This design comes from an exercise in tuning for small area and a short achievable clock period on the open sky130 flow, not from production work.
At most, simulation tests tie the RTL to the original design; equivalence was not proved.
The clock port is modelled as an ideal driver; clocking choices that lean on that would not hold on a real chip.
No activity file was given, so power comes from the tool's default toggle rates.

Design pe, start of the top module:
module pe (
    input               clk,
    input               rst,
    input  signed [7:0] weight,
    input  signed [7:0] inmap,
    input               inmap_vld,
    input               weight_vld,
    input  signed [7:0] bias,
    output signed [7:0] outmap,
    output              outmap_vld,
    output signed [15:0] outraw
);
Size: roughly 360 cells after synthesis, ~21 flip-flops, roughly 0.0032 mm2 of cells after synthesis.
clock: 10.5 ns
lec_check: 0
cap_margin: 20
core_margin: 2
core_utilization: 40
slew_margin: 60
synth_hierarchical: 1
synth_minimum_keep_size: 0
standard.sh (not shown) runs the stock make flow with config.mk's settings and CLKGATE_MAP_FILE= SYNTH_SCRIPT=/design/flow/synth_recipe.tcl, a recipe that flattens the netlist after the stock synthesis.
==> flow/flow/run.sh <==
#!/bin/bash
# Own layout flow: the standard ORFS layout (standard.sh) with two changes:
#  - port buffers use buf_2 instead of the buffer the port buffering picks by default
#    (every input and output port still gets its own buffer);
#  - before clock-tree synthesis, a timing-driven sizing pass (gate upsizing and pin
#    swaps only, no new buffers) aims at a worst slack somewhat above the placed one.
set -euo pipefail
here=$(cd "$(dirname "$0")" && pwd)
export BUFFER_PORTS_ARGS="-buffer_cell sky130_fd_sc_hd__buf_2"
export PRE_CTS_TCL="$here/pre_cts.tcl"
export SIZE_EXTRA_SLACK="${SIZE_EXTRA_SLACK:-0.35}"
bash standard.sh > standard_flow.log 2>&1
==> flow/flow/pre_cts.tcl <==
# Timing-driven gate sizing before CTS: upsize gates and swap pins (no buffering) on the
# worst paths until the worst slack is SIZE_EXTRA_SLACK ns above what placement left.
estimate_parasitics -placement
set ws [worst_slack -max]
puts "pre_cts sizing: worst slack $ws, target [expr {$ws + $::env(SIZE_EXTRA_SLACK)}]"
repair_timing -setup -setup_margin [expr {$ws + $::env(SIZE_EXTRA_SLACK)}] \
  -sequence "sizeup,swap" -repair_tns 0 -verbose
puts "pre_cts sizing: worst slack now [worst_slack -max]"
Next try:
--- a/flow/design.v
+++ b/flow/design.v
@@ -119,41 +119,41 @@
   wire pp3_7 = ((one3 & wg[7]) | (two3 & wg[6])) ^ neg3;
   wire pp3_8 = ~(((one3 & wg[7]) | (two3 & wg[7])) ^ neg3);
   wire basen8 = ~base[8];
   wire basen9 = ~base[9];
   wire basen11 = ~base[11];
   wire basen13 = ~base[13];
   wire basen15 = ~base[15];
   wire s0, c0;
-  fa u_fa0 (.a(neg0), .b(base[0]), .ci(pp0_0), .s(s0), .co(c0));
+  fa u_fa0 (.a(base[0]), .b(neg0), .ci(pp0_0), .s(s0), .co(c0));
   wire s1, c1;
   fa u_fa1 (.a(base[1]), .b(pp0_1), .ci(c0), .s(s1), .co(c1));
   wire s2, c2;
-  fa u_fa2 (.a(neg1), .b(base[2]), .ci(pp0_2), .s(s2), .co(c2));
+  fa u_fa2 (.a(base[2]), .b(neg1), .ci(pp0_2), .s(s2), .co(c2));
   wire s3, c3;
   fa u_fa3 (.a(pp1_0), .b(s2), .ci(c1), .s(s3), .co(c3));
   wire s4, c4;
   fa u_fa4 (.a(base[3]), .b(pp0_3), .ci(pp1_1), .s(s4), .co(c4));
   wire hs0, hc0;
   ha u_ha0 (.a(c2), .b(s4), .s(hs0), .co(hc0));
   wire s5, c5;
-  fa u_fa5 (.a(neg2), .b(base[4]), .ci(pp0_4), .s(s5), .co(c5));
+  fa u_fa5 (.a(base[4]), .b(neg2), .ci(pp0_4), .s(s5), .co(c5));
   wire s6, c6;
   fa u_fa6 (.a(pp1_2), .b(pp2_0), .ci(c4), .s(s6), .co(c6));
   wire hs1, hc1;
   ha u_ha1 (.a(s5), .b(hc0), .s(hs1), .co(hc1));
   wire s7, c7;
   fa u_fa7 (.a(base[5]), .b(pp0_5), .ci(pp1_3), .s(s7), .co(c7));
   wire s8, c8;
   fa u_fa8 (.a(pp2_1), .b(c5), .ci(s7), .s(s8), .co(c8));
   wire hs2, hc2;
   ha u_ha2 (.a(c6), .b(hc1), .s(hs2), .co(hc2));
   wire s9, c9;
-  fa u_fa9 (.a(neg3), .b(base[6]), .ci(pp0_6), .s(s9), .co(c9));
+  fa u_fa9 (.a(base[6]), .b(neg3), .ci(pp0_6), .s(s9), .co(c9));
   wire s10, c10;
   fa u_fa10 (.a(pp1_4), .b(pp2_2), .ci(pp3_0), .s(s10), .co(c10));
   wire s11, c11;
   fa u_fa11 (.a(c7), .b(s9), .ci(s10), .s(s11), .co(c11));
   wire hs3, hc3;
   ha u_ha3 (.a(c8), .b(s11), .s(hs3), .co(hc3));
   wire s12, c12;
   fa u_fa12 (.a(base[7]), .b(pp0_7), .ci(pp1_5), .s(s12), .co(c12));
Outcome:
- design area barely changes
- maximum frequency goes up by 0.76%
- setup slack gains 0.064 ns
- global-route usage shrinks by 0.76 points
- synthesized cell count is unchanged
- via count is about the same
- sequential power stays flat
- clock skew hardly moves
The RTL of the first run of this note was laid out without a check of its function.

re-timing with driven ports:
How much do the figures lean on ideal ports? The routed layouts below were timed once more, with nothing changed but the port constraints. Step 1, drivers: a clkbuf_16 drives clk and a buf_2 each remaining input, both assumed. Step 2 times the ports against the registers' clock, not the clock port: input delays grow and output delays shrink by t, the midpoint of the rising clock arrivals with the driver on. Three values: ideal, step 1, step 2; two values: the first two.
run	shift t [ns]	slack for setup (ns)	hold slack, ns	clock arrival spread, ns	worst register clock-pin slew, ns
the first run	0.292	2.032 / 2.012 / 2.012	0.446 / 0.446 / 0.446	0.001 / 0.002	0.08 / 0.08
the second run	0.278	2.096 / 2.078 / 2.078	0.443 / 0.443 / 0.443	0.003 / 0.003	0.08 / 0.08
After both steps every run listed still meets setup and hold. The setup slack of the first run, which loses most, moves by -0.020 ns with the drivers and by -0.020 ns with both steps.
